From an optimization exercise on the open Yosys and OpenROAD flow, aimed at small area and a short achievable clock period; shortcuts taken in it are not production practice. Only simulation tests tie the RTL to the original design; equivalence was not proved.

### flow/flow/run.sh
#!/bin/bash
# Standard layout, with the port buffers made of the smallest buffer cell.
export BUFFER_PORTS_ARGS="-buffer_cell sky130_fd_sc_hd__buf_1"
export CTS_ARGS="-sink_clustering_enable -repair_clock_nets -buf_list {sky130_fd_sc_hd__clkbuf_4 sky130_fd_sc_hd__clkbuf_8} -dont_use_dummy_load"
bash standard.sh > standard.log 2>&1
### flow/standard.sh
#!/bin/bash
# synth_recipe.tcl (not shown) runs the flow's synth.tcl, then flattens the netlist and writes it again
# the make line also repeats each setting of config.mk as NAME=value (left out here)
make -C /OpenROAD-flow-scripts/flow DESIGN_CONFIG=/design/flow/config.mk WORK_HOME=/design/flow/orfs CLKGATE_MAP_FILE= SYNTH_SCRIPT=/design/flow/synth_recipe.tcl "${@:-finish}"
### flow/config.mk
export PLATFORM = sky130hd
export DESIGN_NAME = Cordic_Machine
export DESIGN_NICKNAME = Cordic_Machine
export VERILOG_FILES = /design/flow/design.v
export SDC_FILE = /design/flow/constraint.sdc
export NUM_CORES = 4
export LEC_CHECK = 0
export CAP_MARGIN = 20
export CORE_MARGIN = 2
export CORE_UTILIZATION = 60
export SETUP_SLACK_MARGIN = 2.0
export SLEW_MARGIN = 20
### flow/constraint.sdc
create_clock -name core_clock -period 6.0 [get_ports {clock_pulse}]
set_input_delay 1.2000 -clock core_clock [delete_from_list [all_inputs] [get_ports {clock_pulse}]]
set_output_delay 1.2000 -clock core_clock [all_outputs]
set_load 0.01 [all_outputs]
### flow/design.v
`timescale 1ns / 1ps
module Cordic_Machine(clock_pulse, reset, x_input, y_input, z_input, x_output, y_output, z_output, flag);
	input clock_pulse;
	input reset;  
	input signed [24:0] x_input;
	input signed [24:0] y_input;
	input signed [24:0] z_input;
	output signed [24:0] x_output;
	output signed [24:0] y_output;
	output signed [24:0] z_output;
	output flag;
	reg signed [24:0] x, y, z;
	reg [4:0] k;
	reg [4:0] kx, kyn;
	wire [4:0] ky = ~kyn;
	reg load;  
	wire [31:0] kdec = 32'd1 << k;
	wire [24:0] atan;
	assign atan[0] = |(kdec & 32'h000a2ff0);
	assign atan[1] = |(kdec & 32'h00051794);
	assign atan[2] = |(kdec & 32'h00028bec);
	assign atan[3] = |(kdec & 32'h000145c4);
	assign atan[4] = |(kdec & 32'h0000a2e0);
	assign atan[5] = |(kdec & 32'h00005160);
	assign atan[6] = |(kdec & 32'h000028bc);
	assign atan[7] = |(kdec & 32'h00001454);
	assign atan[8] = |(kdec & 32'h00000a22);
	assign atan[9] = |(kdec & 32'h00000514);
	assign atan[10] = |(kdec & 32'h0000028c);
	assign atan[11] = |(kdec & 32'h00000146);
	assign atan[12] = |(kdec & 32'h000000a6);
	assign atan[13] = |(kdec & 32'h00000056);
	assign atan[14] = |(kdec & 32'h0000002c);
	assign atan[15] = |(kdec & 32'h00000012);
	assign atan[16] = |(kdec & 32'h00000008);
	assign atan[17] = |(kdec & 32'h00000004);
	assign atan[18] = |(kdec & 32'h00000002);
	assign atan[19] = |(kdec & 32'h00000001);
	assign atan[20] = 1'b0;
	assign atan[21] = 1'b0;
	assign atan[22] = 1'b0;
	assign atan[23] = 1'b0;
	assign atan[24] = 1'b0;
	wire neg = z[24];
	wire [24:0] mx = {25{neg}};    
	wire [24:0] my = {25{~neg}};   
	wire [24:0] xi = x ^ mx;
	wire [24:0] yi = y ^ my;
	wire fx = mx[0] ^ (x[24] & ~load);
	wire fy = my[0] ^ (y[24] & ~load);
	wire signed [25:0] xe = {fx, xi};
	wire signed [25:0] ye = {fy, yi};
	wire signed [25:0] xsh = xe >>> kx;
	wire signed [25:0] ysh = ye >>> ky;
	wire [24:0] xa = load ? x_input : x;
	wire [24:0] ya = load ? y_input : y;
	wire [24:0] za = load ? z_input : z;
	wire [24:0] xn, yn, zn;
	bk_add25 ax (.a(xa), .b(ysh[24:0]), .ci(~neg), .s(xn));
	bk_add25 ay (.a(ya), .b(xsh[24:0]), .ci(neg), .s(yn));
	bk_add25 az (.a(za), .b(atan ^ {25{~neg}}), .ci(~neg), .s(zn));
	always @(posedge clock_pulse) begin
		if (reset) begin
			k <= 5'd31;
			kx <= 5'd31;
			kyn <= 5'd0;
			load <= 1'b1;
		end else begin
			k <= (k == 5'd20) ? 5'd31 : k + 5'd1;
			kx <= (kx == 5'd20) ? 5'd31 : kx + 5'd1;
			kyn <= (kyn == 5'd11) ? 5'd0 : kyn - 5'd1;
			load <= (k == 5'd20);
		end
		x <= xn;
		y <= yn;
		z <= zn;
	end
	assign flag = (k == 5'd20);
	assign x_output = x;
	assign y_output = y;
	assign z_output = z;
endmodule
module bk_add25(a, b, ci, s);
	input [24:0] a, b;
	input ci;
	output [24:0] s;
	wire [25:0] g0 = {a & b, ci};
	wire [25:0] p0 = {a ^ b, 1'b0};
	wire g_0_1 = g0[1] | (p0[1] & g0[0]);
	wire p_0_1 = p0[1] & p0[0];
	wire g_0_3 = g0[3] | (p0[3] & g0[2]);
	wire p_0_3 = p0[3] & p0[2];
	wire g_0_5 = g0[5] | (p0[5] & g0[4]);
	wire p_0_5 = p0[5] & p0[4];
	wire g_0_7 = g0[7] | (p0[7] & g0[6]);
	wire p_0_7 = p0[7] & p0[6];
	wire g_0_9 = g0[9] | (p0[9] & g0[8]);
	wire p_0_9 = p0[9] & p0[8];
	wire g_0_11 = g0[11] | (p0[11] & g0[10]);
	wire p_0_11 = p0[11] & p0[10];
	wire g_0_13 = g0[13] | (p0[13] & g0[12]);
	wire p_0_13 = p0[13] & p0[12];
	wire g_0_15 = g0[15] | (p0[15] & g0[14]);
	wire p_0_15 = p0[15] & p0[14];
	wire g_0_17 = g0[17] | (p0[17] & g0[16]);
	wire p_0_17 = p0[17] & p0[16];
	wire g_0_19 = g0[19] | (p0[19] & g0[18]);
	wire p_0_19 = p0[19] & p0[18];
	wire g_0_21 = g0[21] | (p0[21] & g0[20]);
	wire p_0_21 = p0[21] & p0[20];
	wire g_0_23 = g0[23] | (p0[23] & g0[22]);
	wire p_0_23 = p0[23] & p0[22];
	wire g_0_25 = g0[25] | (p0[25] & g0[24]);
	wire p_0_25 = p0[25] & p0[24];
	wire g_1_2 = g0[2] | (p0[2] & g_0_1);
	wire p_1_2 = p0[2] & p_0_1;
	wire g_1_3 = g_0_3 | (p_0_3 & g_0_1);
	wire p_1_3 = p_0_3 & p_0_1;
	wire g_1_6 = g0[6] | (p0[6] & g_0_5);
	wire p_1_6 = p0[6] & p_0_5;
	wire g_1_7 = g_0_7 | (p_0_7 & g_0_5);
	wire p_1_7 = p_0_7 & p_0_5;
	wire g_1_10 = g0[10] | (p0[10] & g_0_9);
	wire p_1_10 = p0[10] & p_0_9;
	wire g_1_11 = g_0_11 | (p_0_11 & g_0_9);
	wire p_1_11 = p_0_11 & p_0_9;
	wire g_1_14 = g0[14] | (p0[14] & g_0_13);
	wire p_1_14 = p0[14] & p_0_13;
	wire g_1_15 = g_0_15 | (p_0_15 & g_0_13);
	wire p_1_15 = p_0_15 & p_0_13;
	wire g_1_18 = g0[18] | (p0[18] & g_0_17);
	wire p_1_18 = p0[18] & p_0_17;
	wire g_1_19 = g_0_19 | (p_0_19 & g_0_17);
	wire p_1_19 = p_0_19 & p_0_17;
	wire g_1_22 = g0[22] | (p0[22] & g_0_21);
	wire p_1_22 = p0[22] & p_0_21;
	wire g_1_23 = g_0_23 | (p_0_23 & g_0_21);
	wire p_1_23 = p_0_23 & p_0_21;
	wire g_2_4 = g0[4] | (p0[4] & g_1_3);
	wire p_2_4 = p0[4] & p_1_3;
	wire g_2_5 = g_0_5 | (p_0_5 & g_1_3);
	wire p_2_5 = p_0_5 & p_1_3;
	wire g_2_6 = g_1_6 | (p_1_6 & g_1_3);
	wire p_2_6 = p_1_6 & p_1_3;
	wire g_2_7 = g_1_7 | (p_1_7 & g_1_3);
	wire p_2_7 = p_1_7 & p_1_3;
	wire g_2_12 = g0[12] | (p0[12] & g_1_11);
	wire p_2_12 = p0[12] & p_1_11;
	wire g_2_13 = g_0_13 | (p_0_13 & g_1_11);
	wire p_2_13 = p_0_13 & p_1_11;
	wire g_2_14 = g_1_14 | (p_1_14 & g_1_11);
	wire p_2_14 = p_1_14 & p_1_11;
	wire g_2_15 = g_1_15 | (p_1_15 & g_1_11);
	wire p_2_15 = p_1_15 & p_1_11;
	wire g_2_20 = g0[20] | (p0[20] & g_1_19);
	wire p_2_20 = p0[20] & p_1_19;
	wire g_2_21 = g_0_21 | (p_0_21 & g_1_19);
	wire p_2_21 = p_0_21 & p_1_19;
	wire g_2_22 = g_1_22 | (p_1_22 & g_1_19);
	wire p_2_22 = p_1_22 & p_1_19;
	wire g_2_23 = g_1_23 | (p_1_23 & g_1_19);
	wire p_2_23 = p_1_23 & p_1_19;
	wire g_3_8 = g0[8] | (p0[8] & g_2_7);
	wire p_3_8 = p0[8] & p_2_7;
	wire g_3_9 = g_0_9 | (p_0_9 & g_2_7);
	wire p_3_9 = p_0_9 & p_2_7;
	wire g_3_10 = g_1_10 | (p_1_10 & g_2_7);
	wire p_3_10 = p_1_10 & p_2_7;
	wire g_3_11 = g_1_11 | (p_1_11 & g_2_7);
	wire p_3_11 = p_1_11 & p_2_7;
	wire g_3_12 = g_2_12 | (p_2_12 & g_2_7);
	wire p_3_12 = p_2_12 & p_2_7;
	wire g_3_13 = g_2_13 | (p_2_13 & g_2_7);
	wire p_3_13 = p_2_13 & p_2_7;
	wire g_3_14 = g_2_14 | (p_2_14 & g_2_7);
	wire p_3_14 = p_2_14 & p_2_7;
	wire g_3_15 = g_2_15 | (p_2_15 & g_2_7);
	wire p_3_15 = p_2_15 & p_2_7;
	wire g_3_24 = g0[24] | (p0[24] & g_2_23);
	wire p_3_24 = p0[24] & p_2_23;
	wire g_3_25 = g_0_25 | (p_0_25 & g_2_23);
	wire p_3_25 = p_0_25 & p_2_23;
	wire g_4_16 = g0[16] | (p0[16] & g_3_15);
	wire p_4_16 = p0[16] & p_3_15;
	wire g_4_17 = g_0_17 | (p_0_17 & g_3_15);
	wire p_4_17 = p_0_17 & p_3_15;
	wire g_4_18 = g_1_18 | (p_1_18 & g_3_15);
	wire p_4_18 = p_1_18 & p_3_15;
	wire g_4_19 = g_1_19 | (p_1_19 & g_3_15);
	wire p_4_19 = p_1_19 & p_3_15;
	wire g_4_20 = g_2_20 | (p_2_20 & g_3_15);
	wire p_4_20 = p_2_20 & p_3_15;
	wire g_4_21 = g_2_21 | (p_2_21 & g_3_15);
	wire p_4_21 = p_2_21 & p_3_15;
	wire g_4_22 = g_2_22 | (p_2_22 & g_3_15);
	wire p_4_22 = p_2_22 & p_3_15;
	wire g_4_23 = g_2_23 | (p_2_23 & g_3_15);
	wire p_4_23 = p_2_23 & p_3_15;
	wire g_4_24 = g_3_24 | (p_3_24 & g_3_15);
	wire p_4_24 = p_3_24 & p_3_15;
	wire g_4_25 = g_3_25 | (p_3_25 & g_3_15);
	wire p_4_25 = p_3_25 & p_3_15;
	assign s = p0[25:1] ^ {g_4_24, g_4_23, g_4_22, g_4_21, g_4_20, g_4_19, g_4_18, g_4_17, g_4_16, g_3_15, g_3_14, g_3_13, g_3_12, g_3_11, g_3_10, g_3_9, g_3_8, g_2_7, g_2_6, g_2_5, g_2_4, g_1_3, g_1_2, g_0_1, g0[0]};
endmodule
==> impl_results.md, run 1 <==
- First-pass GRT wire length: 40,700 um
- Number of synthesized register bits: 91
- GRT overflow: 0
- Total of max-cap violations: 0
- Vias in the first global route: approximately 8,000
- Top Ports: ~150
- Top post-synthesis cells by area: dfxtp_1, xnor2_1, ha_1, mux2_2, mux4_2
- Post-DP HPWL: 19,700 um
- Ant diodes: 0
- Clock Sinks: 91
- DIE HEIGHT: around 130 um
- Drt wl/cell: roughly 18 um
- Hold-fix buffers, CTS: 0
- R2r setup slk: 1.90 ns
- Area delta synth->final: 18.2%
- Nets: 1,454
- Yosys top cell area share: 19.1%
- Drt first pass iters: 6
- CP Class: reg2reg
- CP Data Required Time: roughly 6.3 ns
- Critical-path cell list: clkinvlp_4, buf_12, xnor2_1, nor2_1, a211oi_1, a211oi_1, a211oi_2, a21oi_2, ha_1, a211oi_4, o21ai_2, nand3_1, a21boi_2, a22o_4, o2bb2ai_1, or2_1, a21oi_2, xnor2_1
- Worst Path Max Fanout: 19
- Reg2reg start: z[24]$_DFF_P_
- Post-synthesis net count: roughly 1,300
- Total CTS buffers: 9
- Die Area: around 17,000 um2
- Vias: about 9,000
- Worst Hold End: k[0]$_SDFF_PP1_
- Tightest Pin Transition: ~0.72 ns
- Syn Std Cell Area: between 9000 and 10,000 um2
- Commonest register cell after synthesis: dfxtp_1
- CP max stage cell: a211oi_1
- Status: finished clean
- Site Rows: 46
- Asr flop ratio synth: 0%
- Top cell type by total area after synthesis: dfxtp_1
- Worst Hold Launch: k[0]$_SDFF_PP1_
- DR iter-0 viols: 907
- Crit path DAT: 4.41 ns
- Layout cells sized above 1: 19.9%
- Htree depth: 3
- Final wirelength: roughly 28,000 um
- Final TNS setup: 0 ns
- Final hold violations: 0
- Die W: about 130 um
- GRT Total Usage: a little under a third
- Reg2reg end: y[23]$_DFF_P_
- CP max stage delay: a little over 0.5 ns
- Hold Path Stages: 1
- Post-route DRC violation count: 0
- Clock Latency Late Sink: approximately 0.39 ns
- Post-DR vias/cell: 6.01
- Final setup vio count: 0
- Highest clock rate: ~240 MHz
- Pre-CTS setup slack: between 1 and 1.5 ns
- Core Area: between 15,000 and 20,000 um2
- Mapped Cells: roughly 1,100
- Max Slew Vio Count: 0
- Worst hold path class: reg2reg
- Clk buf depth: 2
- Worst Setup End Kind: register
- Synth Area per Inst: 8.43 um2
- Synth Warn #: 1
- Initial Util: about three fifths
- Largest net degree at the start of global routing: 56
- R2r worst-path depth: 18
- Number of synthesized flops with an enable pin: 0
- Clock slew at reported path FFs: about 0.1 ns
- Library cells used by synthesis: 69
- CP Launch Type: register
- Period utilization: about two thirds
- Initial antenna violation count: 0
- Setup ws final: between 1.5 and 2 ns
- Final ANT Viol Nets: 0
- CTS root buf: clkbuf_8
- RSZ-0062 raised after global routing: true
- Tightest slew margin relative to the limit: 52.2%
- Leading cell type in the layout, fill and taps excluded: buf_1
- Post-synthesis sequential area ratio: a little under a fifth
- Final worst path period need: 4.10 ns
- Gpl congestion: ~0.9
- Buffers on Ports: around 150
- Most frequent cells in the layout: buf_1, nand2_1, xnor2_1
- Final Skew: approximately 0.033 ns
- TritonCTS clock tree: yes
## Yosys cell counts (all sizes together) (23+ instances only)
library cell  instances
ha                   79
clkbuf               35
mux2i                45
inv                  37
xnor2               115
a211oi               27
mux4                 24
nand2               101
dfxtp                91
a21o                 27
a21oi                98
nor2                 88
buf                  30
mux2                 69
xor2                 23
o21ai                67
## layer usage
layer / up-vias / share of wire [%] / routed length, um / global-route usage [%]
met3: 68 / 6.6 / 1830 / 5.54
met1: 4220 / 42 / 11600 / 40.0
met2: 369 / 48 / 13500 / 52.3
met5: - / 0 / 0 / 0
met4: 0 / 3.0 / 837 / 9.11
li1: 4366 / - / - / -
## worst max-delay path, delay by kind of cell, from the launching register on
family	cells	cell delay (ns)
adder cells (fa/ha/maj)	1	0.35
AND/OR/NAND/NOR	3	0.48
XOR/XNOR	2	0.31
buffers and inverters	2	0.29
flip-flops	1	0.44
AO/OA/AOI/OAI	10	2.11
## worst max-delay path by stage
stage	start	end	slack (ns)	cells after the start
floorplan	kyn[0]$_SDFF_PP0_	x[23]$_DFF_P_	2.01	18
global placement	kx[0]$_SDFF_PP1_	y[24]$_DFF_P_	1.35	15
detailed placement	kx[0]$_SDFF_PP1_	y[24]$_DFF_P_	1.29	15
CTS	kx[0]$_SDFF_PP1_	y[24]$_DFF_P_	1.94	18
global route	kx[0]$_SDFF_PP1_	y[24]$_DFF_P_	1.70	18
finish	z[24]$_DFF_P_	y[23]$_DFF_P_	1.90	18
## state kept, by name, indices dropped and copies added (netlist names)
name	flops
k	5
kx	5
kyn	5
load	1
x	25
y	25
z	25
## timing repair
item                                    in CTS  in global routing
pin swaps                                    4                 27
setup buffers                               19                 25
endpoints found under the setup margin      39                 32
resized for setup                           29                 82
gates cloned                                 0                  4
## cell type report
| cell class | instances | area (um2) |
|---|---|---|
| Inverter | 40 | 163 |
| Clock buffer | 9 | 124 |
| Sequential cell | 91 | 1850 |
| Multi-Input combinational cell | 937 | 7710 |
| Timing Repair Buffer | 208 | 1180 |
| Tap cell | 216 | 270 |
| Fill cell | 1276 | 4420 |
## through the flow
step                      util [%]  cell area, um2  cells  hold slack (ns)
final                         71.9           11300   1501            0.452
after global placement        64.7           10200   1444            0.427
after global routing          71.9           11300   1501            0.507
after CTS                     67.5           10600   1472            0.451
after detailed placement      64.7           10200   1444            0.433
after floorplan                  -            9560   1133            0.404
## cell families after synthesis
| group | Yosys count | synth area share, % |
|---|---|---|
| xor+xnor | 138 | 12.7 |
| flops | 91 | 19.1 |
| buf+inv | 105 | 4.60 |
| mux | 138 | 18.5 |
| fa+ha+maj | 90 | 12.7 |
| compound gates | 297 | 19.8 |
| simple gates | 274 | 12.7 |
==> run 2: changes to the inputs <==
--- a/flow/design.v
+++ b/flow/design.v
@@ -12,4 +12,4 @@
 	reg signed [24:0] x, y, z;
-	reg [4:0] k;
-	reg [4:0] kx, kyn;
+	reg [4:0] k, kyn;
+	wire [4:0] kx = k;
 	wire [4:0] ky = ~kyn;
@@ -64,3 +64,2 @@
 			k <= 5'd31;
-			kx <= 5'd31;
 			kyn <= 5'd0;
@@ -69,3 +68,2 @@
 			k <= (k == 5'd20) ? 5'd31 : k + 5'd1;
-			kx <= (kx == 5'd20) ? 5'd31 : kx + 5'd1;
 			kyn <= (kyn == 5'd11) ? 5'd0 : kyn - 5'd1;
--- a/flow/config.mk
+++ b/flow/config.mk
@@ -10,3 +10,3 @@
 export CORE_UTILIZATION = 60
-export SETUP_SLACK_MARGIN = 2.0
+export SETUP_SLACK_MARGIN = 1.5
 export SLEW_MARGIN = 20
==> run 2 against run 1 <==
  * Sequential cell count fell by 5
  * Critical path depth fell by 3
  * Die area fell by 2.6%
  * Clock skew fell by 0.0022 ns
  * Core utilization fell by 4.5 points
  * Area after synthesis fell by 2.7%
  * Via count fell by 8.5%
==> impl_results.md, run 2 <==
- Vias in the first global route: roughly 7,400
- Hold-fix buffers, CTS: 0
- Top post-synthesis cells by count: xnor2_1, nand2_1, dfxtp_1, a21oi_1, nor2_1
- Worst hold path class: reg2reg
- Core Area: between 15,000 and 20,000 um2
- Clock Sinks: 86
- Initial antenna violation count: 0
- Synth Warn #: 1
- DIE HEIGHT: around 130 um
- Die W: approximately 130 um
- Post-route DRC violation count: 0
- Mapped Cells: roughly 1,100
- Fill cells: between 1,000 and 1,500
- Layout cells sized above 1: 13.8%
- Buffers on Ports: approximately 150
- Gpl congestion: 0.933
- Largest net degree at the start of global routing: 54
- Clk buf depth: 2
- GRT overflow: 0
- DR iter-0 viols: between 600 and 700
- Drt first pass iters: 5
- Top post-synthesis cells by area: dfxtp_1, ha_1, xnor2_1, mux2_2, mux4_2
- Worst Path Max Fanout: 18
- Post-synthesis net count: 1,250
- FF/Latch Area: 1740 um2
- Post-DR vias/cell: 5.95
- Yosys top cell area share: approximately 19%
- Final setup vio count: 0
- Clock slew at reported path FFs: about 0.070 ns
- Top cell type by total area after synthesis: dfxtp_1
- TritonCTS clock tree: yes
- Ant diodes: 0
- Asr flop ratio synth: 0%
- CP max stage delay: 0.57 ns
- Die Area: 16,500 um2
- Commonest register cell after synthesis: dfxtp_1
- Vias: between 8,000 and 9,000
- Drt wl/cell: approximately 17 um
- GRT Total Usage: between 20 and 30%
- Area delta synth->final: 9.76%
- Worst Path Buf+Inv: 0
- Total CTS buffers: 9
- RSZ-0062 raised after global routing: false
- Number of synthesized flops with an enable pin: 0
- Pre-CTS setup slack: around 1.2 ns
- Final TNS setup: 0 ns
- Clock Latency Late Sink: about 0.4 ns
- Synth Area per Inst: approximately 8.6 um2
- Initial Util: 61.4%
- Period utilization: between 70% and 80%
- Setup ws final: between 1.5 and 2 ns
- Worst Setup End Kind: register
- Tightest Pin Transition: approximately 1.0 ns
- Fin area: between 10,000 and 15,000 um2
- Final ANT Viol Nets: 0
- First-pass GRT wire length: about 38,000 um
- Number of synthesized register bits: between 80 and 90
- Top Ports: 153
- Final Skew: 0.0312 ns
- CTS root buf: clkbuf_8
- Tightest slew margin relative to the limit: between 30% and 40%
- Status: finished clean
- DP Area: about 10000 um2
- Final wirelength: 24,200 um
- Crit path DAT: 4.51 ns
- Critical path's top delay family: compound AO/OA/AOI/OAI gates
- Site Rows: between 40 and 50
- Final worst path period need: about 4.2 ns
- CP max stage cell: mux4_2
- Max Slew Vio Count: 0
- Top flop regs: x x25, y x25, z x25
- Total of max-cap violations: 0
- CP Class: reg2reg
- CP Data Required Time: 6.30 ns
- Final hold violations: 0
- Library cells used by synthesis: 67
- CP Launch Type: register
- Post-DP HPWL: roughly 19,000 um
- Nets: between 1,000 and 1,500
- Critical-path cell list: mux4_2, xnor2_1, mux2i_1, mux2i_1, a21oi_1, fa_1, a21o_1, nand4_1, a311oi_2, o21ai_2, o211ai_1, a31o_1, a21o_1, a21oi_1, xnor2_1
- Syn Std Cell Area: between 9000 and 10,000 um2
- Cell with the most instances after synthesis: xnor2_1
- Post-synthesis sequential area ratio: a little under a fifth
- Most frequent cells in the layout: buf_1, xnor2_1, nand2_1
- Highest clock rate: 237 MHz
- Htree depth: 3
- Leading cell type in the layout, fill and taps excluded: buf_1
- Area of the multi-input gates: roughly 7000 um2
==> run 2: cell types whose count changed after synthesis, sizes merged, moves of 5 or more <==
cell and delta:
a21oi -16, nand3 -10, a21o +9, nor2 -9
a211oi -7, clkbuf +6, nor2b -6, buf -5
dfxtp -5, mux2 +5, xnor2 -5
==> run 2: kinds of logic (layout without fill, tap and decap cells) <==
| kind of cell | Yosys count | count (layout) | synth area share [%] |
|---|---|---|---|
| AOI/OAI and AO/OA | 273 | 273 | 18.7 |
| and+or+nand+nor | 254 | 254 | 12.1 |
| muxes | 147 | 147 | 20.7 |
| xor gates and xnor gates | 136 | 136 | 12.8 |
| buffers and inverters | 101 | 216 | 4.46 |
| adders and majority gates | 88 | 88 | 12.7 |
| DFF | 86 | 86 | 18.5 |
==> run 2: per-stage QoR <==
step	hold WS, ns	cells	util, %
floorplan	0.594	1085	-
global placement	0.557	1372	65.5
detailed placement	0.559	1372	65.5
CTS	0.578	1381	66.5
global route	0.629	1388	67.4
finish	0.574	1388	67.4
==> run 2: worst register-to-register path, cell delays in order, from the launching register on <==
cell and delay [ns]:
dfxtp_4 0.55, mux4_2 0.58, xnor2_1 0.24, mux2i_1 0.14, mux2i_1 0.30, a21oi_1 0.15, fa_1 0.47, a21o_1 0.20
nand4_1 0.14, a311oi_2 0.18, o21ai_2 0.26, o211ai_1 0.14, a31o_1 0.25, a21o_1 0.21, a21oi_1 0.20, xnor2_1 0.14
==> run 2: cell type report <==
class                           count  area share [%]
Clock buffer                        9            1.21
Tap cell                          188            2.31
Multi-Input combinational cell    898            70.7
Inverter                           35            1.29
Timing Repair Buffer              172            7.42
Sequential cell                    86            17.0
==> run 2: path summary, 6_finish.rpt <==
path | start | to | slack [ns] | cells after the start
worst max-delay path | k[0]$_SDFF_PP1_ | y[24]$_DFF_P_ | 1.79 | 15
worst min register to register | kyn[2]$_SDFF_PP0_ | kyn[2]$_SDFF_PP0_ | 0.57 | 2
worst max register to register | k[0]$_SDFF_PP1_ | y[24]$_DFF_P_ | 1.79 | 15
worst min-delay path | kyn[2]$_SDFF_PP0_ | kyn[2]$_SDFF_PP0_ | 0.57 | 2
==> run 2: repair_timing <==
action | 4_1_cts | 5_1_grt
pin swaps | 0 | 1
resized for setup | 6 | 19
buffers inserted | 0 | 7
cloned | 0 | 0
endpoints found under the setup margin | 16 | 19
==> run 2: metal layers <==
layer | GRT usage, % | share of wire, %
met5 | 0 | 0
met4 | 9.11 | 2.0
met3 | 4.24 | 5.7
met2 | 52.0 | 51
met1 | 36.2 | 42
==> run 3: changes to the inputs <==
--- a/flow/flow/run.sh
+++ b/flow/flow/run.sh
@@ -4,2 +4,3 @@
 export CTS_ARGS="-sink_clustering_enable -repair_clock_nets -buf_list {sky130_fd_sc_hd__clkbuf_4 sky130_fd_sc_hd__clkbuf_8} -dont_use_dummy_load"
+export ADDER_MAP_FILE=
 bash standard.sh > standard.log 2>&1
--- a/flow/config.mk
+++ b/flow/config.mk
@@ -10,3 +10,3 @@
 export CORE_UTILIZATION = 60
-export SETUP_SLACK_MARGIN = 1.5
+export SETUP_SLACK_MARGIN = 1.75
 export SLEW_MARGIN = 20
==> run 3 against run 2 <==
  * Wire length grew 59%
  * Clock skew grew 0.0091 ns
  * Core utilization grew 4.9 points
==> impl_results.md, run 3 <==
- Post-DP HPWL: 27,100 um
- Tightest Pin Transition: around 0.85 ns
- Commonest register cell after synthesis: dfxtp_1
- Initial Util: between 60% and 70%
- Worst hold path class: reg2reg
- Clock Latency Late Sink: roughly 0.40 ns
- Top flop regs: x x25, y x25, z x25
- Post-synthesis sequential area ratio: about 16%
- Area delta synth->final: 17.8%
- Reg2reg end: x[15]$_DFF_P_
- Highest clock rate: 238 MHz
- RSZ-0062 raised after global routing: true
- Worst Setup End Kind: register
- Largest net degree at the start of global routing: 49
- Reg2reg start: y[10]$_DFF_P_
- Critical-path cell list: mux2i_1, mux4_2, xnor2_1, a211o_1, a32oi_1, o311ai_2, o211ai_1, a21oi_2, buf_6, nor3b_4, o31ai_2, maj3_2, maj3_1, xnor2_1
- Ant diodes: 0
- Library cells used by synthesis: about 90
- Final worst path period need: 4.21 ns
- Final setup vio count: 0
- Syn Std Cell Area: around 11,000 um2
- Total of max-cap violations: 0
- Synth Area per Inst: approximately 8.3 um2
- Placed cells: about 1,700
- Most Frequent Cell on Critical Path: xnor2_1
- Post-route DRC violation count: 0
- CP max stage cell: dfxtp_1
- Top post-synthesis cells by area: dfxtp_1, mux2i_1, xnor2_1, mux4_2, mux2_2
- Most frequent cells in the layout: mux2i_1, buf_1, xnor2_1
- Die W: approximately 140 um
- Final Skew: 0.0402 ns
- DP Area: between 10,000 and 15,000 um2
- R2r worst-path depth: 14
- First-pass GRT wire length: ~57,000 um
- GRT overflow: 0
- Htree depth: 3
- Clock slew at reported path FFs: about 0.11 ns
- Number of synthesized flops with an enable pin: 0
- Clock Sinks: 86
- Top post-synthesis cells by count: mux2i_1, xnor2_1, nand2_1, dfxtp_1, nor2_1
- Top cell type by total area after synthesis: dfxtp_1
- Post-synthesis net count: between 1,000 and 1,500
- Synth Warn #: 1
- Fill cells: 1,424
- Number of synthesized register bits: 86
- Final ANT Viol Nets: 0
- Total CTS buffers: 9
- DR iter-0 viols: approximately 1,100
- Final hold violations: 0
- Fin area: between 10,000 and 15,000 um2
- Worst Path Max Fanout: 6
- Final std cells w/o fill: 1,719
- Site Rows: 49
- CP Class: reg2reg
- Vias: about 12,000
- Clk buf depth: 2
- CP max stage delay: approximately 0.55 ns
- Vias in the first global route: 10,400
- CP Launch Point: y[10]$_DFF_P_
- Nets: 1,569
- Mapped Cells: between 1,000 and 1,500
- Buffers on Ports: between 150 and 200
- DIE HEIGHT: between 100 and 150 um
- Yosys top cell area share: between 15 and 20%
- Leading cell type in the layout, fill and taps excluded: mux2i_1
- Post-DR vias/cell: 6.69
- TritonCTS clock tree: yes
- Tightest slew margin relative to the limit: 42.9%
- CTS root buf: clkbuf_8
- Layout cells sized above 1: about 20%
- Drt first pass iters: 6
- Hold Path Stages: 2
- Final wirelength: approximately 38,000 um
- Worst Hold End: z[0]$_DFF_P_
- Asr flop ratio synth: 0%
- Period utilization: between 70% and 80%
- Core Area: 18,000 um2
- CP Launch Type: register
- CP Data Required Time: 6.29 ns
- Max Slew Vio Count: 0
- Cell with the most instances after synthesis: mux2i_1
- Top Ports: 153
- Status: finished clean
- R2r setup slk: approximately 1.8 ns
- Die Area: between 15,000 and 20,000 um2
- GRT Total Usage: a little over a third
- Gpl congestion: 0.984
- Hold-fix buffers, CTS: 0
- Final TNS setup: 0 ns
- Drt wl/cell: roughly 22 um
- Initial antenna violation count: 0
- Crit path DAT: around 4.5 ns
- Worst Hold Launch: z[0]$_DFF_P_
==> run 3: worst max path at each step <==
| stage | slack [ns] | cells past startpoint | end |
|---|---|---|---|
| finish | 1.79 | 14 | x[15]$_DFF_P_ |
| global route | 1.69 | 16 | x[15]$_DFF_P_ |
| CTS | 1.73 | 18 | x[23]$_DFF_P_ |
| detailed placement | 0.89 | 14 | x[23]$_DFF_P_ |
| global placement | 0.93 | 14 | x[23]$_DFF_P_ |
| floorplan | 1.75 | 11 | z[24]$_DFF_P_ |
==> run 3: per-layer routing <==
layer / vias to the layer above / part of all wire (%) / global-route usage (%)
met4: 0 / 5.5 / 18.1
met5: - / 0 / 0
met2: 671 / 47 / 61.5
li1: 5239 / - / -
met1: 5437 / 38 / 45.0
met3: 160 / 8.8 / 6.50
==> run 3: critical path, delay by kind of cell, from the launching register on <==
kind	cells	cell delay (ns)
xor+xnor	2	0.32
compound gates	6	1.32
flops	1	0.55
mux	2	0.73
buf+inv	1	0.15
simple gates	1	0.29
fa+ha+maj	2	0.75
==> run 3: through the flow <==
step | util, % | hold slack [ns] | setup slack, ns
after detailed placement | 65.4 | 0.571 | 0.888
after global placement | 65.4 | 0.569 | 0.929
final | 72.3 | 0.602 | 1.79
after floorplan | - | 0.599 | 1.75
after global routing | 72.3 | 0.657 | 1.69
after CTS | 68.7 | 0.598 | 1.73
==> run 3: logic make-up (layout without fill, tap and decap cells) <==
logic type	count (synthesis)	in the layout	synth area share, %
mux	244	244	26.1
simple gates	371	371	16.7
xor+xnor	189	189	15.1
fa+ha+maj	38	38	3.44
flops	86	86	15.6
compound gates	280	280	18.1
buf+inv	124	282	4.94
==> run 3: area by class of cell <==
cell class | count | area, um2 | area share [%]
multi-input combinational | 1122 | 9270 | 71.2
sequential | 86 | 1770 | 13.6
tap | 229 | 287 | 2.20
timing repair buffer | 239 | 1440 | 11.1
clock buffer | 9 | 124 | 0.951
inverter | 34 | 139 | 1.07
==> run 3: timing repair <==
action                     in CTS  in global routing
gates resized for setup        55                 88
pin swaps                      11                 28
cloned                          1                  2
buffers inserted               28                 23
setup endpoints to repair      40                 20
==> run 4: changes to the inputs <==
--- a/flow/flow/run.sh
+++ b/flow/flow/run.sh
@@ -4,3 +4,2 @@
 export CTS_ARGS="-sink_clustering_enable -repair_clock_nets -buf_list {sky130_fd_sc_hd__clkbuf_4 sky130_fd_sc_hd__clkbuf_8} -dont_use_dummy_load"
-export ADDER_MAP_FILE=
 bash standard.sh > standard.log 2>&1
--- a/flow/config.mk
+++ b/flow/config.mk
@@ -10,2 +10,3 @@
 export CORE_UTILIZATION = 60
+export PLACE_DENSITY = 0.8
 export SETUP_SLACK_MARGIN = 1.75
==> run 4 against run 3 <==
  * Still clean on timing, DRC and antenna
  * Core utilization fell by 3.2 points
  * Fmax rose by 2.0%
  * Synthesized cell count fell by 19%
  * Clock skew fell by 0.019 ns
  * Clock-buffer cell count did not move
  * Via count fell by 25%
  * Sequential share of layout area rose by 3.1 points
==> impl_results.md, run 4 <==
- Leading cell type in the layout, fill and taps excluded: buf_1
- Final hold slack: 0.543 ns
- Die W: 128 um
- Clk buf depth: 2
- Met2 Wirelength: around 12,000 um
- Final ANT Viol Nets: 0
- TritonCTS clock tree: yes
- Final Skew: approximately 0.021 ns
- First-pass GRT wire length: 39,200 um
- Period utilization: about 69%
- Hold Path Stages: 1
- Top cell type by total area after synthesis: dfxtp_1
- Number of synthesized flops with an enable pin: 0
- Final TNS setup: 0 ns
- Crit path DAT: about 4.4 ns
- Clock Sinks: between 80 and 90
- Cell with the most instances after synthesis: xnor2_1
- CP Launch Type: register
- Top post-synthesis cells by area: dfxtp_1, ha_1, xnor2_1, mux2_2, mux4_2
- Syn Std Cell Area: roughly 9300 um2
- Die Area: about 17,000 um2
- Area delta synth->final: 12.5%
- Post-synthesis sequential area ratio: a little under a fifth
- Commonest register cell after synthesis: dfxtp_1
- RSZ-0062 raised after global routing: true
- CP Data Required Time: roughly 6.3 ns
- Synth Warn #: 1
- Initial antenna violation count: 0
- Status: finished clean
- Number of synthesized register bits: 86
- Most frequent cells in the layout: buf_1, nand2_1, xnor2_1
- Worst Setup End Kind: register
- Post-synthesis net count: 1,250
- Largest net degree at the start of global routing: 54
- CTS root buf: clkbuf_8
- Gpl congestion: 0.975
- Top post-synthesis cells by count: xnor2_1, nand2_1, dfxtp_1, a21oi_1, nor2_1
- Worst hold path class: reg2reg
- Mapped Cells: between 1,000 and 1,500
- Top flop regs: x x25, y x25, z x25
- Synth Area per Inst: between 8 and 9 um2
- Clock slew at reported path FFs: ~0.090 ns
- Final hold violations: 0
- Worst Path Max Fanout: 16
- Yosys top cell area share: between 15 and 20%
- Top Layer Used: met4
- Total of max-cap violations: 0
- Nets: about 1,400
- Final wirelength: between 20,000 and 30,000 um
- Library cells used by synthesis: 67
- Asr flop ratio synth: 0%
- Max Slew Vio Count: 0
- Total CTS buffers: 9
- GRT overflow: 0
- Vias in the first global route: just under 8,000
- CP Class: reg2reg
- GRT Total Usage: roughly 30%
- Initial Util: about 61%
- DIE HEIGHT: about 130 um
- Hold-fix buffers, CTS: 0
- Highest clock rate: about 240 MHz
- Ant diodes: 0
- Drt wl/cell: approximately 18 um
- Buffers on Ports: 152
- Post-DP HPWL: just under 20,000 um
- Final worst path period need: between 4 and 5 ns
- Fill cells: 1,229
- Core Area: between 15,000 and 20,000 um2
- Htree depth: 3
- Tightest Pin Transition: between 0.8 and 0.9 ns
- Post-route DRC violation count: 0
- Top Ports: approximately 150
- Final setup vio count: 0
- Site Rows: between 40 and 50
- Vias: around 8,600
- DR iter-0 viols: between 700 and 800
- Met3 WL: between 1500 and 2000 um
- Tightest slew margin relative to the limit: 43.8%
- Post-DR vias/cell: 6.17
- R2r worst-path depth: 18
- Layout cells sized above 1: 16.5%
- Drt first pass iters: 5
- DRT met1 WL: about 11,000 um
- Clock Latency Late Sink: 0.39 ns
run 4: cell count changes after synthesis, sizes merged, moves of 13 or more:
cell | previous run | this run
buf | 63 | 25
ha | 0 | 77
mux2 | 44 | 74
mux2i | 169 | 45
a21o | 6 | 36
clkbuf | 27 | 41
a21oi | 51 | 82
maj3 | 38 | 0
xor2 | 39 | 26
nand2b | 25 | 9
xnor2 | 149 | 110
nand3 | 24 | 7
run 4: final cells by class:
cell class / count / area [um2] / share of cell area (%)
flip-flops and latches: 86 / 1740 / 16.7
clock buffers: 9 / 124 / 1.18
multi-input cells: 898 / 7370 / 70.5
well taps: 188 / 235 / 2.25
inverters: 35 / 136 / 1.30
repair buffers: 180 / 846 / 8.09
run 4: metrics by stage:
step	std cells	utilization, %	setup WS (ns)	cell area (um2)
6_report	1396	69.0	1.88	10500
5_1_grt	1396	69.0	1.58	10500
4_1_cts	1382	66.8	1.67	10100
3_5_place_dp	1372	65.5	1.33	9920
3_3_place_gp	1372	65.5	1.36	9920
2_1_floorplan	1085	-	1.81	9300
run 4: kinds of logic (layout without fill, tap and decap cells):
group                      count (synthesis)  count (layout)  synth area share, %
AOI/OAI and AO/OA                        273             273                 18.7
buffers and inverters                    101             224                 4.46
DFF                                       86              86                 18.5
adders and majority gates                 88              88                 12.7
and+or+nand+nor                          254             254                 12.1
xor gates and xnor gates                 136             136                 12.8
muxes                                    147             147                 20.7
run 4: critical path, cell delays in order (launching register included):
cell and delay, ns:
dfxtp_4 0.45, buf_6 0.22, mux2i_1 0.31, xnor2_1 0.17, nor2_1 0.07, a211oi_1 0.27
a211oi_1 0.13, a211oi_1 0.24, a21oi_1 0.11, ha_1 0.33, a21o_1 0.12, nand4_1 0.18
a311oi_4 0.43, o21ai_2 0.12, o211ai_1 0.25, a31o_1 0.21, a21o_1 0.18, a21oi_2 0.08
xnor2_1 0.12
run 4: layer usage:
| layer | GRT usage, % | up-vias |
|---|---|---|
| li1 | - | 4130 |
| met1 | 39.8 | 4082 |
| met2 | 49.7 | 338 |
| met3 | 5.16 | 59 |
| met4 | 9.11 | 0 |
| met5 | 0 | - |
run 4: path summary, 6_finish.rpt:
check                         start                 to  slack [ns]
hold / removal    kyn[0]$_SDFF_PP0_  kyn[0]$_SDFF_PP0_        0.54
setup reg to reg    k[0]$_SDFF_PP1_      y[24]$_DFF_P_        1.88
hold reg to reg   kyn[0]$_SDFF_PP0_  kyn[0]$_SDFF_PP0_        0.54
setup / recovery    k[0]$_SDFF_PP1_      y[24]$_DFF_P_        1.88
run 4: timing repair:
| item | 4_1_cts | 5_1_grt |
|---|---|---|
| resized for setup | 15 | 49 |
| setup endpoints to repair | 34 | 30 |
| pin swaps | 0 | 9 |
| hold endpoints to repair | 0 | 0 |
| setup buffers | 1 | 14 |
==> run 5: changes to the inputs <==
--- a/flow/config.mk
+++ b/flow/config.mk
@@ -9,4 +9,3 @@
 export CORE_MARGIN = 2
-export CORE_UTILIZATION = 60
-export PLACE_DENSITY = 0.8
+export CORE_UTILIZATION = 70
 export SETUP_SLACK_MARGIN = 1.75
==> run 5 against run 4 <==
  * Still clean
  * Wire length is 0.79% higher
  * Clock-buffer cell count unchanged
  * Clock skew grew 0.0054 ns
  * Worst hold slack better by 0.039 ns
  * Cell count is 0.21% lower
  * Non-clock buffer count up 8
  * Via count is 1.4% higher
  * First-iteration DRC count is 18% lower
  * Largest cell class unchanged
==> impl_results.md, run 5 <==
- Status: finished clean
- Site Rows: 42
- GRT Total Usage: roughly 34%
- Reg2reg start: k[0]$_SDFF_PP1_
- Syn Std Cell Area: 9300 um2
- Tightest slew margin relative to the limit: between 30 and 40%
- Post-DP HPWL: approximately 19,000 um
- Ant diodes: 0
- Total CTS buffers: 9
- Worst Path Max Fanout: 16
- FF/Latch Area: about 1700 um2
- Hold-fix buffers, CTS: 0
- Synth Area per Inst: 8.57 um2
- Final hold slack: 0.582 ns
- GRT overflow: 0
- Largest net degree at the start of global routing: 54
- Final hold violations: 0
- Worst hold path class: reg2reg
- Clk buf depth: 2
- Nets: about 1,400
- Core Area: 13,100 um2
- Post-DR vias/cell: between 6 and 7
- DR iter-0 viols: ~640
- CP Launch Type: register
- Die W: between 100 and 150 um
- Area delta synth->final: 12.7%
- Worst Hold Launch: kyn[3]$_SDFF_PP0_
- Drt wl/cell: approximately 18 um
- Total of max-cap violations: 0
- Initial antenna violation count: 0
- Most frequent cells in the layout: buf_1, nand2_1, xnor2_1
- Period utilization: between 70% and 80%
- CP Data Required Time: ~6.3 ns
- Final wirelength: 25,400 um
- Synth Warn #: 1
- Number of synthesized register bits: between 80 and 90
- Leading cell type in the layout, fill and taps excluded: buf_1
- Top cell type by total area after synthesis: dfxtp_1
- Post-synthesis sequential area ratio: between 15 and 20%
- Initial Util: 71.0%
- RSZ-0062 raised after global routing: true
- Crit path DAT: 4.58 ns
- Top Ports: around 150
- Vias in the first global route: between 7,000 and 8,000
- Area of the multi-input gates: about 7300 um2
- Final TNS setup: 0 ns
- Number of synthesized flops with an enable pin: 0
- Tightest Pin Transition: between 0.9 and 1 ns
- Htree depth: 3
- Final worst path period need: about 4.3 ns
- Clock slew at reported path FFs: 0.09 ns
- Asr flop ratio synth: 0%
- Library cells used by synthesis: 67
- Highest clock rate: 234 MHz
- Reg2reg end: y[24]$_DFF_P_
- Max Slew Vio Count: 0
- Cell with the most instances after synthesis: xnor2_1
- Final std cells w/o fill: 1,393
- Setup ws final: 1.72 ns
- DIE HEIGHT: approximately 120 um
- Top post-synthesis cells by count: xnor2_1, nand2_1, dfxtp_1, a21oi_1, nor2_1
- R2r worst-path depth: 18
- Final Skew: between 0.02 and 0.03 ns
- Worst Setup EP: y[24]$_DFF_P_
- Pre-CTS setup slack: ~1.1 ns
- Buffers on Ports: approximately 150
- Clock Sinks: 86
- TritonCTS clock tree: yes
- Clock Latency Late Sink: about 0.40 ns
- Yosys top cell area share: between 10% and 20%
- Post-route DRC violation count: 0
- Worst Setup End Kind: register
- Layout cells sized above 1: 16.8%
- CP Class: reg2reg
- Post-synthesis net count: approximately 1,300
- CTS root buf: clkbuf_8
- CP Launch Point: k[0]$_SDFF_PP1_
- Fill cells: about 970
- Vias: slightly below 9,000
- Top post-synthesis cells by area: dfxtp_1, ha_1, xnor2_1, mux2_2, mux4_2
- Placed cells: approximately 1,400
- Gpl congestion: between 1 and 1.5
- Commonest register cell after synthesis: dfxtp_1
- Top flop regs: x x25, y x25, z x25
- Final setup vio count: 0
- Drt first pass iters: 6
- Final ANT Viol Nets: 0
- Die Area: about 14,000 um2
- R2r setup slk: approximately 1.7 ns
- Mapped Cells: 1,085
- First-pass GRT wire length: approximately 39,000 um
==> run 5: cell counts after synthesis <==
No cell type changed its count.
==> run 5: layout make-up <==
class	count	area share, %
Clock buffer	9	1.18
Inverter	35	1.31
Multi-Input combinational cell	898	70.0
Sequential cell	86	16.6
Tap cell	176	2.10
Timing Repair Buffer	188	8.73
Timing Repair inverter	1	0.0478
==> run 5: worst min-delay path by stage <==
stage                     cells past startpoint                 to  slack, ns
after global placement                        2  kyn[3]$_SDFF_PP0_       0.56
after global routing                          2  kyn[3]$_SDFF_PP0_       0.60
after detailed placement                      2  kyn[3]$_SDFF_PP0_       0.56
final                                         2  kyn[3]$_SDFF_PP0_       0.58
after floorplan                               1       y[0]$_DFF_P_       0.59
after CTS                                     2  kyn[3]$_SDFF_PP0_       0.58
==> run 5: logic make-up after synthesis <==
group	after synthesis	synth area share (%)
AO/OA/AOI/OAI	273	18.7
AND/OR/NAND/NOR	254	12.1
multiplexers	147	20.7
XOR/XNOR	136	12.8
buffers and inverters	101	4.46
adder cells (fa/ha/maj)	88	12.7
flip-flops	86	18.5
==> run 5: metal layers <==
layer | global-route usage, % | wire [um]
met5 | 0 | 0
met4 | 12.9 | 784
met3 | 4.36 | 1770
met2 | 61.4 | 12900
met1 | 41.7 | 10000
==> run 5: timing repair <==
action / in CTS / in global routing
resized for setup: 16 / 42
gates cloned: 0 / 1
setup buffers: 5 / 19
endpoints found under the setup margin: 31 / 28
pin swaps: 0 / 8
==> run 5: worst max-delay path, stage by stage (launching register included) <==
cell	delay, ns
dfxtp_4	0.42
buf_8	0.20
mux2i_1	0.28
xnor2_1	0.17
nor2_1	0.09
a211oi_1	0.31
a211oi_1	0.13
a211oi_1	0.23
a21oi_1	0.08
fa_1	0.46
a21o_1	0.21
nand4_1	0.22
a311oi_4	0.18
o21ai_2	0.25
o211ai_1	0.17
a31o_1	0.26
a21o_1	0.21
a21oi_1	0.19
xnor2_1	0.14
==> run 5: stage by stage <==
step | instance area (um2) | utilization (%)
after floorplan | 9300 | -
after global placement | 9900 | 75.7
after detailed placement | 9900 | 75.7
after CTS | 10100 | 77.5
after global routing | 10500 | 80.1
final | 10500 | 80.1
==> run 6: changes to the inputs <==
--- a/flow/config.mk
+++ b/flow/config.mk
@@ -9,3 +9,4 @@
 export CORE_MARGIN = 2
-export CORE_UTILIZATION = 70
+export CORE_UTILIZATION = 40
+export PLACE_DENSITY = 0.9
 export SETUP_SLACK_MARGIN = 1.75
==> run 6 against run 5 <==
  * Worst setup slack better by 0.10 ns
  * Core utilization shrank 33 points
  * Critical path depth grew 1
  * Sequential cell count unchanged
  * Synthesized cell count unchanged
  * Register-to-register slack improved by 0.10 ns
  * Largest cell class unchanged
==> impl_results.md, run 6 <==
- Status: finished clean
- CTS root buf: clkbuf_8
- Tightest Pin Transition: 0.811 ns
- Final wirelength: between 20,000 and 30,000 um
- Final hold slack: approximately 0.62 ns
- Post-DR vias/cell: between 5 and 6
- Hold-fix buffers, CTS: 0
- RSZ-0062 raised after global routing: true
- Asr flop ratio synth: 0%
- Total CTS buffers: 9
- Crit path DAT: between 4 and 5 ns
- Worst Path Max Fanout: 16
- First-pass GRT wire length: between 40,000 and 50,000 um
- Largest net degree at the start of global routing: 36
- Die Area: roughly 24,000 um2
- Post-synthesis net count: around 1,300
- Worst Setup End Kind: register
- Final ANT Viol Nets: 0
- Gpl congestion: about 0.98
- Core Area: about 23,000 um2
- Area delta synth->final: 14.8%
- Number of synthesized register bits: 86
- Vias in the first global route: around 8,100
- Drt wl/cell: 18.8 um
- DIE HEIGHT: approximately 160 um
- Buffers on Ports: ~150
- Syn Std Cell Area: between 9000 and 10,000 um2
- CP Data Required Time: between 6 and 7 ns
- Initial Util: 40.9%
- Library cells used by synthesis: 67
- Top post-synthesis cells by count: xnor2_1, nand2_1, dfxtp_1, a21oi_1, nor2_1
- Most frequent cells in the layout: buf_1, nand2_1, xnor2_1
- Total of max-cap violations: 0
- Die W: approximately 160 um
- Max Slew Vio Count: 0
- Mapped Cells: about 1,100
- Final worst path period need: 4.17 ns
- Worst hold path class: reg2reg
- Synth Area per Inst: between 8 and 9 um2
- Ant diodes: 0
- Post-DP HPWL: 21,600 um
- CP Launch Type: register
- Highest clock rate: around 240 MHz
- Final std cells w/o fill: approximately 1,500
- Top post-synthesis cells by area: dfxtp_1, ha_1, xnor2_1, mux2_2, mux4_2
- Clock slew at reported path FFs: 0.10 ns
- Period utilization: a little over two thirds
- TritonCTS clock tree: yes
- Leading cell type in the layout, fill and taps excluded: buf_1
- GRT Total Usage: about 22%
- Site Rows: 55
- Top Ports: approximately 150
- Synth Warn #: 1
- DR iter-0 viols: about 860
- Placed cells: between 1,000 and 1,500
- Vias: just under 9,000
- Cell with the most instances after synthesis: xnor2_1
- Clk buf depth: 2
- Initial antenna violation count: 0
- Tightest slew margin relative to the limit: between 40% and 50%
- Yosys top cell area share: a little under a fifth
- Commonest register cell after synthesis: dfxtp_1
- Post-route DRC violation count: 0
- Final hold violations: 0
- CP Class: reg2reg
- Drt first pass iters: 6
- Final setup vio count: 0
- Layout cells sized above 1: ~18%
- Top cell type by total area after synthesis: dfxtp_1
- Post-synthesis sequential area ratio: between 15 and 20%
- Top flop regs: x x25, y x25, z x25
- Clock Sinks: 86
- Htree depth: 3
- Clock Latency Late Sink: ~0.39 ns
- GRT overflow: 0
- Nets: 1,388
- Final TNS setup: 0 ns
- Final Skew: 0.0206 ns
- Number of synthesized flops with an enable pin: 0
[run 6: per-stage QoR]
stage	util, %	setup slack, ns	instance area [um2]
after floorplan	-	1.81	9300
after global placement	44.2	1.30	10000
after detailed placement	44.2	1.11	10000
after CTS	45.3	1.72	10300
after global routing	47.0	1.62	10700
final	47.0	1.83	10700
[run 6: worst paths after layout]
| kind | startpoint | cells past startpoint | endpoint | slack (ns) |
|---|---|---|---|---|
| max | k[0]$_SDFF_PP1_ | 19 | y[24]$_DFF_P_ | 1.83 |
| min | k[0]$_SDFF_PP1_ | 2 | k[0]$_SDFF_PP1_ | 0.62 |
| max reg2reg | k[0]$_SDFF_PP1_ | 19 | y[24]$_DFF_P_ | 1.83 |
| min reg2reg | k[0]$_SDFF_PP1_ | 2 | k[0]$_SDFF_PP1_ | 0.62 |
[run 6: kinds of logic after synthesis]
group	count (synthesis)	synth area share [%]
muxes	147	20.7
and+or+nand+nor	254	12.1
DFF	86	18.5
adders and majority gates	88	12.7
AOI/OAI and AO/OA	273	18.7
buffers and inverters	101	4.46
xor gates and xnor gates	136	12.8
[run 6: timing repair]
action,in CTS,in global routing
gates resized for setup,15,42
gates cloned,0,1
pin swaps,0,7
endpoints found under the setup margin,39,26
buffers inserted,6,21
[run 6: layer usage]
metal,up-vias,GRT usage (%),wire length (um)
met3,97,3.21,2380
met1,4180,28.5,11400
met2,498,38.0,13500
met5,-,0,0
li1,4156,-,-
met4,0,8.56,1150
[run 6: critical path, cell delays in order, from the launching register on]
cell and delay, ns:
dfxtp_4 0.38, buf_12 0.16, buf_4 0.15, mux2i_2 0.28, xnor2_1 0.19, nor2_1 0.09
a21oi_2 0.15, nand2_1 0.07, and3_1 0.23, a211oi_1 0.28, a21oi_1 0.11, ha_1 0.35
nand4_1 0.20, a311oi_4 0.43, o21ai_2 0.14, o211ai_1 0.26, a31o_1 0.21, a21o_1 0.15
a21oi_1 0.08, xnor2_1 0.13
[run 6: area by class of cell]
class,instances,area (um2)
fillers,2112,12000
multi-input cells,898,7380
flip-flops and latches,86,1740
repair buffers,192,931
well taps,285,357
inverters,35,138
clock buffers,9,124
repair inverters,1,5.00
==> run 7: changes to the inputs <==
--- a/flow/config.mk
+++ b/flow/config.mk
@@ -9,4 +9,3 @@
 export CORE_MARGIN = 2
-export CORE_UTILIZATION = 40
-export PLACE_DENSITY = 0.9
+export CORE_UTILIZATION = 60
 export SETUP_SLACK_MARGIN = 1.75
==> run 7 against run 6 <==
  * Still clean
  * Cell area is 1.3% lower
  * First-iteration DRC count fell by 45%
  * Wire length is 13% lower
  * Core utilization rose by 23 points
  * Sequential cell count unchanged
  * Global-route usage up 7.4 points
  * Critical path depth decreased by 3
  * Non-clock buffer count fell by 7
  * Synthesized cell count is the same
  * Worst setup slack improved by 0.11 ns
  * Largest cell class unchanged
==> impl_results.md, run 7 <==
- Vias: 8,379
- Clk buf depth: 2
- Most frequent cells in the layout: buf_1, nand2_1, xnor2_1
- Final hold violations: 0
- Core Area: 15,100 um2
- Total of max-cap violations: 0
- Cell with the most instances after synthesis: xnor2_1
- CP Launch Type: register
- Final wirelength: 24,800 um
- Syn Std Cell Area: slightly above 9000 um2
- Post-synthesis sequential area ratio: 18.5%
- DR iter-0 viols: 474
- Fin area: around 11,000 um2
- Top post-synthesis cells by area: dfxtp_1, ha_1, xnor2_1, mux2_2, mux4_2
- Asr flop ratio synth: 0%
- Reg2reg end: y[24]$_DFF_P_
- Final TNS setup: 0 ns
- Hold Path Stages: 2
- Die Area: approximately 17,000 um2
- Htree depth: 3
- Hold-fix buffers, CTS: 0
- Final setup vio count: 0
- GRT Total Usage: about 30%
- Tightest slew margin relative to the limit: 35.4%
- Top post-synthesis cells by count: xnor2_1, nand2_1, dfxtp_1, a21oi_1, nor2_1
- Yosys top cell area share: a little under a fifth
- R2r setup slk: between 1.5 and 2 ns
- CP Data Required Time: about 6.3 ns
- Worst Setup End Kind: register
- Fill cells: 1,293
- Status: finished clean
- Die W: about 130 um
- Vias in the first global route: around 7,600
- Number of synthesized register bits: 86
- CP max stage delay: between 0.5 and 0.6 ns
- Drt wl/cell: approximately 18 um
- Top cell type by total area after synthesis: dfxtp_1
- Final Skew: between 0.03 and 0.04 ns
- Period utilization: 67.7%
- Nets: 1,380
- DP Area: 9920 um2
- Leading cell type in the layout, fill and taps excluded: buf_1
- Post-synthesis net count: roughly 1,300
- TritonCTS clock tree: yes
- Tightest Pin Transition: 0.966 ns
- Worst Hold End: kyn[3]$_SDFF_PP0_
- Area delta synth->final: 13.3%
- Clock Latency Late Sink: roughly 0.40 ns
- Max Slew Vio Count: 0
- Worst Hold Launch: kyn[3]$_SDFF_PP0_
- R2r worst-path depth: 16
- Gpl congestion: 0.917
- Site Rows: 45
- Mapped Cells: 1,085
- FF/Latch Area: ~1700 um2
- Final std cells w/o fill: about 1,400
- Initial Util: 61.4%
- Layout cells sized above 1: 17.0%
- Number of synthesized flops with an enable pin: 0
- Post-route DRC violation count: 0
- Final worst path period need: slightly above 4 ns
- Initial antenna violation count: 0
- Synth Area per Inst: roughly 8.6 um2
- Highest clock rate: 246 MHz
- Worst Path Max Fanout: 8
- DIE HEIGHT: around 130 um
- Synth Warn #: 1
- Total CTS buffers: 9
- Final ANT Viol Nets: 0
- Buffers on Ports: approximately 150
- Reg2reg start: k[0]$_SDFF_PP1_
- Drt first pass iters: 4
- CP max stage cell: mux4_2
- Top flop regs: x x25, y x25, z x25
- Library cells used by synthesis: 67
- Critical-path cell list: buf_4, mux4_2, xnor2_2, mux2i_2, a211oi_2, a21oi_2, ha_1, a21o_1, a21oi_1, a311oi_2, o21ai_2, o211ai_1, a31o_1, a21o_1, a21oi_1, xnor2_1
- CTS root buf: clkbuf_8
- Top Ports: 153
- Ant diodes: 0
- Post-DR vias/cell: 5.98
- Commonest register cell after synthesis: dfxtp_1
- Placed cells: around 1,400
- RSZ-0062 raised after global routing: true
- Crit path DAT: roughly 4.4 ns
- Post-DP HPWL: between 15,000 and 20,000 um
- Clock Sinks: 86
- First-pass GRT wire length: 38,500 um
- Worst hold path class: reg2reg
- Post-layout util: slightly below 70%
- GRT overflow: 0
- Clock slew at reported path FFs: around 0.08 ns
- CP Class: reg2reg
- Area of the multi-input gates: between 7000 and 8000 um2
- Largest net degree at the start of global routing: 54
==> run 7: metal layers <==
| metal | track usage, % | vias to the layer above | wire length, um |
|---|---|---|---|
| met1 | 37.7 | 3922 | 10600 |
| met2 | 51.4 | 255 | 12100 |
| li1 | - | 4149 | - |
| met3 | 3.66 | 53 | 1260 |
| met4 | 11.8 | 0 | 828 |
| met5 | 0 | - | 0 |
==> run 7: worst max path at each step <==
stage          slack (ns)  cells after the start             to               from
3_3_place_gp         1.25                     16  x[24]$_DFF_P_  kyn[0]$_SDFF_PP0_
6_report             1.94                     16  y[24]$_DFF_P_    k[0]$_SDFF_PP1_
3_5_place_dp         1.15                     16  x[24]$_DFF_P_  kyn[0]$_SDFF_PP0_
5_1_grt              1.70                     16  y[24]$_DFF_P_    k[0]$_SDFF_PP1_
4_1_cts              1.78                     16  y[24]$_DFF_P_    k[1]$_SDFF_PP1_
2_1_floorplan        1.81                     17  x[24]$_DFF_P_  kyn[0]$_SDFF_PP0_
==> run 7: cells by family after synthesis <==
group                    count (synthesis)  synth area share (%)
buffers and inverters                  101                  4.46
adder cells (fa/ha/maj)                 88                  12.7
AO/OA/AOI/OAI                          273                  18.7
flip-flops                              86                  18.5
XOR/XNOR                               136                  12.8
multiplexers                           147                  20.7
AND/OR/NAND/NOR                        254                  12.1
==> run 7: through the flow <==
step                      hold slack (ns)  setup WS, ns
after global placement              0.558          1.25
after floorplan                     0.594          1.81
after CTS                           0.574          1.78
after detailed placement            0.555          1.15
final                               0.575          1.94
after global routing                0.604          1.70
==> run 7: cell type report <==
| class | instances | area share, % |
|---|---|---|
| well taps | 188 | 2.23 |
| multi-input cells | 898 | 70.3 |
| flip-flops and latches | 86 | 16.6 |
| repair buffers | 185 | 8.41 |
| inverters | 35 | 1.34 |
| clock buffers | 9 | 1.18 |
==> run 7: repair_timing <==
action | CTS | global route
resized for setup | 16 | 55
pin swaps | 1 | 7
buffers inserted | 8 | 12
gates cloned | 0 | 1
hold endpoints to repair | 0 | 0
endpoints found under the setup margin | 34 | 22
==> run 7: critical path: cells and delay by family (launching register included) <==
family	cells	cell delay, ns
compound gates	10	1.96
xor+xnor	2	0.29
fa+ha+maj	1	0.27
buf+inv	1	0.20
flops	1	0.41
mux	2	0.85

==> re-timing with driven ports <==
In the flow no input, the clock included, has a driving cell. The finished layouts below were timed again as built, in two steps.
Step 1 (the two cells are an assumption about what drives the block):
set clk [get_ports {clock_pulse}]
set_driving_cell -lib_cell sky130_fd_sc_hd__clkbuf_16 $clk
set_driving_cell -lib_cell sky130_fd_sc_hd__buf_2 [delete_from_list [all_inputs] $clk]
Step 2 adds t to the input delays and takes it off the output delays; t is the mean of the earliest and latest rising clock arrival at the registers after step 1. Input paths then give back, and output paths get back, about the clock's delay inside the block.
a / b / c = ideal / step 1 / step 2; a / b = the first two.
| run | shift t [ns] | setup WS [ns] | hold slack, ns | worst data-port slew with drivers (ns) | cell pins on the clock port's net |
|---|---|---|---|---|---|
| run 1 | 0.420 | 1.900 / 1.900 / 1.900 | 0.452 / 0.452 / 0.452 | 0.04 | 1 |
| run 2 | 0.421 | 1.788 / 1.788 / 1.788 | 0.574 / 0.574 / 0.574 | 0.04 | 1 |
| run 3 | 0.426 | 1.795 / 1.795 / 1.508 | 0.602 / 0.602 / 0.602 | 0.03 | 1 |
| run 4 | 0.412 | 1.878 / 1.878 / 1.878 | 0.543 / 0.543 / 0.543 | 0.04 | 1 |
| run 5 | 0.421 | 1.724 / 1.724 / 1.724 | 0.582 / 0.582 / 0.582 | 0.04 | 1 |
| run 6 | 0.428 | 1.826 / 1.826 / 1.826 | 0.625 / 0.625 / 0.625 | 0.04 | 1 |
| run 7 | 0.417 | 1.937 / 1.937 / 1.937 | 0.575 / 0.575 / 0.575 | 0.03 | 1 |
After both steps setup and hold are still met in every run listed. The setup slack of run 3, which loses most, moves by 0.000 ns with the drivers and by -0.287 ns with both steps.
